Source: an optimization exercise on an open RTL-to-GDS flow (aim: small area). Production flows keep margins and buffers that such runs may drop. RTL that was checked went through simulation tests only; none was proved equivalent to the original. Power and IR drop assume default switching activity.

==> build 53 <==
==> flow/design.v <==
module FinalProject (input clk, rst, pwr, key0, key1, sw5, sw4, sw3, sw2, sw1, sw0, output [0:6] hex0, hex1, hex2, hex3, hex4, hex5, output reg preheated, output reg done);
	localparam [6:0] hex_1 = 7'b1001111;
	localparam [6:0] hex_2 = 7'b0010010;
	localparam [6:0] hex_3 = 7'b0000110;
	localparam [6:0] hex_4 = 7'b1001100;
	localparam [6:0] hex_5 = 7'b0100100;
	localparam [6:0] hex_6 = 7'b0100000;
	localparam [6:0] hex_7 = 7'b0001111;
	localparam [6:0] hex_8 = 7'b0000000;
	localparam [6:0] hex_9 = 7'b0000100;
	localparam [6:0] hex_0 = 7'b0000001;
	localparam [6:0] hex_blank = 7'b1111111;
	localparam [6:0] hex_dash = 7'b1111110;
	function [6:0] seg(input [3:0] d);
		case (d)
			4'd0: seg = hex_0;
			4'd1: seg = hex_1;
			4'd2: seg = hex_2;
			4'd3: seg = hex_3;
			4'd4: seg = hex_4;
			4'd5: seg = hex_5;
			4'd6: seg = hex_6;
			4'd7: seg = hex_7;
			4'd8: seg = hex_8;
			4'd9: seg = hex_9;
			4'd14: seg = hex_dash;
			default: seg = hex_blank;
		endcase
	endfunction
	function [6:0] b2d(input [5:0] x);
		reg [2:0] t;
		reg [3:0] o;
		begin
			t = (x >= 6'd50) ? 3'd5 : (x >= 6'd40) ? 3'd4 : (x >= 6'd30) ? 3'd3 :
			    (x >= 6'd20) ? 3'd2 : (x >= 6'd10) ? 3'd1 : 3'd0;
			o = x[3:0] - {t[2:0], 1'b0} - {t[0], 3'b000};
			b2d = {t, o};
		end
	endfunction
	reg [2:0] u, w;
	reg v;
	wire u4 = (u == 3'd4);
	wire temp_tick = u4 & ~v;
	wire time_tick = u4 & (w == 3'd4);
	always @(posedge clk) begin
		if (rst) begin
			u <= 0; v <= 0; w <= 0;
		end else begin
			u <= u4 ? 3'd0 : u + 3'd1;
			if (u4) begin
				v <= ~v;
				w <= (w == 3'd4) ? 3'd0 : w + 3'd1;
			end
		end
	end
	reg [5:0] wm;
	reg [3:0] wq;
	reg [2:0] ws;
	always @(posedge clk) begin
		if (rst) begin
			wm <= 0; wq <= 0; ws <= 0;
		end else if (time_tick) begin
			if (ws == 3'd4) begin
				ws <= 0;
				if (wq == 4'd11) begin
					wq <= 0;
					wm <= (wm == 6'd59) ? 6'd0 : wm + 6'd1;
				end else
					wq <= wq + 4'd1;
			end else
				ws <= ws + 3'd1;
		end
	end
	reg k0o, k1o, f0, f1;  
	always @(posedge clk) begin
		if (rst) begin
			k0o <= 1; k1o <= 1; f0 <= 0; f1 <= 0;
		end else begin
			k0o <= key0; k1o <= key1;
			f0 <= ~key0 & k0o;
			f1 <= ~key1 & k1o;
		end
	end
	wire kinc = f0 & ~f1;
	wire kdec = f1 & ~f0;
	wire both = ~key0 & ~key1;
	reg [6:0] tk;
	reg [4:0] cm;
	reg [3:0] cq;
	reg tdone, cdone;
	wire [5:0] swv = {sw5, sw4, sw3, sw2, sw1, sw0};
	reg [6:0] dT;
	reg [6:0] dC;  
	always @(*) begin
		case (swv)
			6'b000001: begin dT = 1;  dC = 1;  end
			6'b000010: begin dT = 2;  dC = 2;  end
			6'b000100: begin dT = 5;  dC = 6;  end
			6'b001000: begin dT = 10; dC = 12; end
			6'b010000: begin dT = 20; dC = 60; end
			default:   begin dT = 0;  dC = 0;  end
		endcase
	end
	wire [6:0] t0 = (tk == 7'd13) ? 7'd60 : tk;
	wire [7:0] tsum = t0 + dT;
	wire [7:0] tdif = t0 - dT;
	reg [6:0] tnext;
	always @(*) begin
		tnext = t0;
		if (kinc) tnext = (tsum >= 8'd100) ? 7'd100 : tsum[6:0];
		if (kdec) tnext = ({1'b0, t0} <= dT + 8'd13) ? 7'd13 : tdif[6:0];
	end
	reg [4:0] cmn;
	reg [3:0] cqn;
	reg [6:0] mt;
	reg [4:0] qt;
	always @(*) begin
		cmn = cm; cqn = cq; qt = cq; mt = cm;
		if (kinc) begin
			case (dC)
				7'd1, 7'd2, 7'd6: begin
					qt = cq + dC[3:0];
					if (qt >= 5'd12) begin qt = qt - 5'd12; mt = cm + 7'd1; end
					else mt = cm;
				end
				7'd12: begin qt = cq; mt = cm + 7'd1; end
				7'd60: begin qt = cq; mt = cm + 7'd5; end
				default: begin qt = cq; mt = cm; end
			endcase
			if (mt >= 7'd30) begin cmn = 5'd30; cqn = 4'd0; end
			else begin cmn = mt[4:0]; cqn = qt[3:0]; end
		end
		if (kdec) begin
			case (dC)
				7'd1, 7'd2, 7'd6: begin
					qt = {1'b0, cq} - dC[4:0];
					if (qt[4]) begin qt = qt + 5'd12; mt = {2'b0, cm} - 7'd1; end
					else mt = cm;
				end
				7'd12: begin qt = cq; mt = {2'b0, cm} - 7'd1; end
				7'd60: begin qt = cq; mt = {2'b0, cm} - 7'd5; end
				default: begin qt = cq; mt = cm; end
			endcase
			if (mt[6] | (mt == 0 && qt[3:0] == 0)) begin cmn = 0; cqn = 0; end
			else begin cmn = mt[4:0]; cqn = qt[3:0]; end
		end
	end
	wire czero = (cm == 0) && (cq == 0);
	always @(posedge clk) begin
		if (rst) begin
			tk <= 7'd13; cm <= 0; cq <= 0; tdone <= 0; cdone <= 0;
		end else if (~pwr) begin
			tk <= 7'd60; cm <= 0; cq <= 0; tdone <= 0; cdone <= 0;
		end else if (~both & ~tdone) begin
			tk <= tnext;
		end else begin
			tk <= t0;
			tdone <= 1;
			if ((~both & ~cdone) | czero) begin
				cm <= cmn;
				cq <= cqn;
			end else
				cdone <= 1;
		end
	end
	reg [5:0] xg;
	reg [3:0] xo;
	wire [5:0] tj = tk[6:1];
	wire tf = tk[0];
	wire geq = (xg == tj);
	wire g1 = (xg + 6'd1 == tj);
	wire heat = (xg < tj) | (geq & tf & (xo < 4'd5));
	wire inband = tf ? (geq & (xo >= 4'd1) & (xo <= 4'd8))
	                 : ((geq & (xo <= 4'd3)) | (g1 & (xo >= 4'd6)));
	always @(posedge clk) begin
		if (rst) begin
			xg <= 6'd6; xo <= 4'd5; preheated <= 0;
		end else if (temp_tick) begin
			preheated <= tdone & inband;
			if (tdone) begin
				if (heat) begin
					if (xo >= 4'd8) begin xo <= xo - 4'd8; xg <= xg + 6'd1; end
					else xo <= xo + 4'd2;
				end else begin
					if (xo == 4'd0) begin xo <= 4'd9; xg <= xg - 6'd1; end
					else xo <= xo - 4'd1;
				end
			end
		end
	end
	reg [4:0] rm;
	reg [3:0] rq;
	reg [2:0] rs;
	reg tst;
	wire run = preheated & cdone;
	wire wrap = (wm + cm >= 7'd60) | ((wm + cm == 7'd59) & (wq + cq >= 5'd12));
	wire rzero = (rm == 0) & (rq == 0) & (rs == 0);
	wire [4:0] am = tst ? rm : cm;
	wire [3:0] aq = tst ? rq : cq;
	wire [2:0] as = tst ? rs : 3'd0;
	always @(posedge clk) begin
		if (rst | ~run) begin
			done <= 0; tst <= 0;
			rm <= 0; rq <= 0; rs <= 0;
		end else begin
			tst <= 1;
			if (tst ? rzero : wrap) done <= 1;
			rm <= am; rq <= aq; rs <= as;
			if (time_tick) begin
				if (as == 0) begin
					rs <= 3'd4;
					if (aq == 0) begin rq <= 4'd11; rm <= am - 5'd1; end
					else rq <= aq - 4'd1;
				end else rs <= as - 3'd1;
			end
		end
	end
	reg [5:0] cin;
	wire [2:0] ctens, xtens;
	wire [3:0] cones, xones;
	assign {ctens, cones} = b2d(cin);
	assign {xtens, xones} = b2d(xg);
	always @(*) begin
		if (~pwr) cin = wm;
		else if (~tdone | cdone) cin = tj;
		else cin = {1'b0, cm};
	end
	wire [3:0] wsec1 = wq[0] ? {1'b0, ws} + 4'd5 : {1'b0, ws};
	reg [3:0] d0, d1, d2, d3, d4, d5;
	always @(*) begin
		d0 = 4'd15; d1 = 4'd15; d2 = 4'd15; d3 = 4'd15; d4 = 4'd15; d5 = 4'd15;
		if (~pwr) begin
			d2 = 4'd14;
			d4 = {1'b0, ctens};
			d3 = cones;
			d1 = {1'b0, wq[3:1]};
			d0 = wsec1;
		end else if (~tdone) begin
			d2 = {1'b0, ctens};
			d1 = cones;
			d0 = tf ? 4'd5 : 4'd0;
		end else if (~cdone) begin
			d2 = 4'd14;
			d4 = {1'b0, ctens};
			d3 = cones;
			d1 = {1'b0, cq[3:1]};
			d0 = cq[0] ? 4'd5 : 4'd0;
		end else begin
			d5 = {1'b0, ctens};
			d4 = cones;
			d3 = tf ? 4'd5 : 4'd0;
			d2 = {1'b0, xtens};
			d1 = xones;
			d0 = xo;
		end
	end
	assign hex0 = seg(d0);
	assign hex1 = seg(d1);
	assign hex2 = seg(d2);
	assign hex3 = seg(d3);
	assign hex4 = seg(d4);
	assign hex5 = seg(d5);
endmodule
==> flow/run.sh <==
#!/bin/bash
# synth_recipe.tcl (not shown) runs the flow's synth.tcl, then flattens the netlist and writes it again
# the make line also repeats each setting of config.mk as NAME=value (left out here)
make -C /OpenROAD-flow-scripts/flow DESIGN_CONFIG=/design/flow/config.mk WORK_HOME=/design/flow/orfs CLKGATE_MAP_FILE= SYNTH_SCRIPT=/design/flow/synth_recipe.tcl finish
==> flow/config.mk <==
export PLATFORM = sky130hd
export DESIGN_NAME = FinalProject
export DESIGN_NICKNAME = FinalProject
export VERILOG_FILES = /design/flow/design.v
export SDC_FILE = /design/flow/constraint.sdc
export NUM_CORES = 4
export LEC_CHECK = 0
export ABC_AREA = 1
export CAP_MARGIN = 20
export CORE_MARGIN = 2
export CORE_UTILIZATION = 60
export PLACE_DENSITY = 0.7
export SLEW_MARGIN = 20
==> flow/constraint.sdc <==
create_clock -name core_clock -period 200.0 [get_ports {clk}]
set_input_delay 40.0000 -clock core_clock [delete_from_list [all_inputs] [get_ports {clk}]]
set_output_delay 40.0000 -clock core_clock [all_outputs]
set_load 0.01 [all_outputs]
==> trial 67: changes against build 53 <==
--- a/flow/design.v
+++ b/flow/design.v
@@ -111,4 +111,7 @@
 		if (kdec) tnext = ({1'b0, t0} <= dT + 8'd13) ? 7'd13 : tdif[6:0];
 	end
+	wire cinc = ~cdone & kinc;
+	wire cdn = cdone | kdec;
+	wire [6:0] dCe = cdone ? 7'd1 : dC;
 	reg [4:0] cmn;
 	reg [3:0] cqn;
@@ -117,8 +120,8 @@
 	always @(*) begin
 		cmn = cm; cqn = cq; qt = cq; mt = cm;
-		if (kinc) begin
-			case (dC)
+		if (cinc) begin
+			case (dCe)
 				7'd1, 7'd2, 7'd6: begin
-					qt = cq + dC[3:0];
+					qt = cq + dCe[3:0];
 					if (qt >= 5'd12) begin qt = qt - 5'd12; mt = cm + 7'd1; end
 					else mt = cm;
@@ -131,8 +134,8 @@
 			else begin cmn = mt[4:0]; cqn = qt[3:0]; end
 		end
-		if (kdec) begin
-			case (dC)
+		if (cdn) begin
+			case (dCe)
 				7'd1, 7'd2, 7'd6: begin
-					qt = {1'b0, cq} - dC[4:0];
+					qt = {1'b0, cq} - dCe[4:0];
 					if (qt[4]) begin qt = qt + 5'd12; mt = {2'b0, cm} - 7'd1; end
 					else mt = cm;
@@ -157,9 +160,14 @@
 			tk <= t0;
 			tdone <= 1;
-			if ((~both & ~cdone) | czero) begin
+			if (~cdone & (~both | czero)) begin
 				cm <= cmn;
 				cq <= cqn;
-			end else
+			end else begin
 				cdone <= 1;
+				if (cdec) begin
+					cm <= cmn;
+					cq <= cqn;
+				end
+			end
 		end
 	end
@@ -189,29 +197,17 @@
 		end
 	end
-	reg [4:0] rm;
-	reg [3:0] rq;
 	reg [2:0] rs;
-	reg tst;
 	wire run = preheated & cdone;
+	wire rs4 = (rs == 3'd4);
+	wire rs0 = (rs == 3'd0);
+	wire cdec = run & time_tick & rs4;
 	wire wrap = (wm + cm >= 7'd60) | ((wm + cm == 7'd59) & (wq + cq >= 5'd12));
-	wire rzero = (rm == 0) & (rq == 0) & (rs == 0);
-	wire [4:0] am = tst ? rm : cm;
-	wire [3:0] aq = tst ? rq : cq;
-	wire [2:0] as = tst ? rs : 3'd0;
 	always @(posedge clk) begin
 		if (rst | ~run) begin
-			done <= 0; tst <= 0;
-			rm <= 0; rq <= 0; rs <= 0;
-		end else begin
-			tst <= 1;
-			if (tst ? rzero : wrap) done <= 1;
-			rm <= am; rq <= aq; rs <= as;
-			if (time_tick) begin
-				if (as == 0) begin
-					rs <= 3'd4;
-					if (aq == 0) begin rq <= 4'd11; rm <= am - 5'd1; end
-					else rq <= aq - 4'd1;
-				end else rs <= as - 3'd1;
-			end
+			done <= 0;
+			rs <= 0;
+		end else begin
+			if (rs0 & (czero | wrap)) done <= 1;
+			if (time_tick) rs <= rs4 ? 3'd0 : rs + 3'd1;
 		end
 	end
==> flow/flow/run.sh (new file) <==
#!/bin/bash
# Own layout flow: the standard flow (standard.sh) with an area-oriented synthesis
# script (flow/my_synth.tcl) and the smallest buffer for the port buffers.
set -euo pipefail
W=$(pwd)
VARS=(SYNTH_SCRIPT="$W/flow/my_synth.tcl" BUFFER_PORTS_ARGS="-buffer_cell sky130_fd_sc_hd__buf_1")
bash standard.sh "${VARS[@]}" synth > "$W/synth.log" 2>&1
bash standard.sh "${VARS[@]}" finish > "$W/layout.log" 2>&1
==> flow/flow/abc_area.script (new file) <==
strash
&get -n
&deepsyn -T 30
&put
strash
&get -n
&dch -f
&nf -R 1000 -p
&put
topo
stime -c
==> flow/flow/my_synth.tcl (new file) <==
# The standard synthesis (synth_recipe.tcl, sourced unchanged below) with two changes:
# ABC runs the area script beside this file, and full/half-adder extraction is skipped so
# that ABC sees all of the logic. Registers are inferred and mapped exactly as standard.
set my_dir [file dirname [file normalize [info script]]]
proc abc {args} {
  set i [lsearch -exact $args -script]
  if {$i >= 0} { set args [lreplace $args [expr {$i+1}] [expr {$i+1}] $::my_dir/abc_area.script] }
  yosys abc {*}$args
}
proc extract_fa {args} { puts "skipping extract_fa" }
source [file dirname $my_dir]/synth_recipe.tcl
==> flow/standard.sh (new file) <==
#!/bin/bash
# synth_recipe.tcl (not shown) runs the flow's synth.tcl, then flattens the netlist and writes it again
# the make line also repeats each setting of config.mk as NAME=value (left out here)
make -C /OpenROAD-flow-scripts/flow DESIGN_CONFIG=/design/flow/config.mk WORK_HOME=/design/flow/orfs CLKGATE_MAP_FILE= SYNTH_SCRIPT=/design/flow/synth_recipe.tcl "${@:-finish}"
--- a/flow/config.mk
+++ b/flow/config.mk
@@ -10,4 +10,5 @@
 export CORE_MARGIN = 2
 export CORE_UTILIZATION = 60
+export CTS_BUF_LIST = sky130_fd_sc_hd__clkbuf_4 sky130_fd_sc_hd__clkbuf_2
 export PLACE_DENSITY = 0.7
 export SLEW_MARGIN = 20
removed: flow/run.sh
==> flow_summary_export.csv <==
group,metric,value,unit
outcome,status,"no timing/DRC/antenna violations",
global_route,grt_pass1_wl,34300,um
routing,vias,8083,
sta,finalCritPeriodShare,42.3,%
floorplanning,start_util,62.0,%
sta,fin_ws,115400,ps
power,pg_seq,0.0139,mW
final_layout,drive_gt1_share,4.73,%
floorplanning,rows,41,
place,pre_cts_slack,115420,ps
synthesis,synth_xor_area_share,4.54,%
the above is filed under build 53

==> flow_summary_export.csv <==
group,metric,value,unit
global_route,grt_pass1_wl,21500,um
synthesis,synth_xor_area_share,5.54,%
floorplanning,rows,31,
floorplanning,start_util,61.3,%
sta,fin_ws,115090,ps
final_layout,drive_gt1_share,2.47,%
sta,finalCritPeriodShare,42.5,%
power,pg_seq,0.0119,mW
place,pre_cts_slack,115150,ps
outcome,status,"no timing/DRC/antenna violations",
the above is filed under trial 67

No functional check of the RTL was part of trial 67.

==> afterwards: timing with drivers on the ports <==
No port has a modelled driver above. Below, the same layouts with a new extraction and two added sets of constraints. Step 1 sets driving cells, clkbuf_16 on the clock port and buf_2 on the other inputs (assumed; they add their load-dependent delay and slew). Step 2 adds t to the input delays and takes it off the output delays; t is the mean of the earliest and latest rising clock arrival at the registers after step 1. Input paths then give back, and output paths get back, about the clock's delay inside the block. a / b / c = ideal ports / drivers / drivers and shift; a / b = the first two.
run | shift t [ns] | setup WS [ns] | slew at the worst register clock pin (ns) | worst slew at a driven data input, ns
build 53 | 0.382 | 115.399 / 115.361 / 115.361 | 0.06 / 0.06 | 0.05
trial 67 | 0.439 | 115.085 / 115.062 / 115.062 | 0.12 / 0.12 | 0.03
After both steps setup and hold are still met in every run listed. For build 53, which loses most, drivers alone change the setup slack by -0.038 ns; drivers and shift together by -0.038 ns.
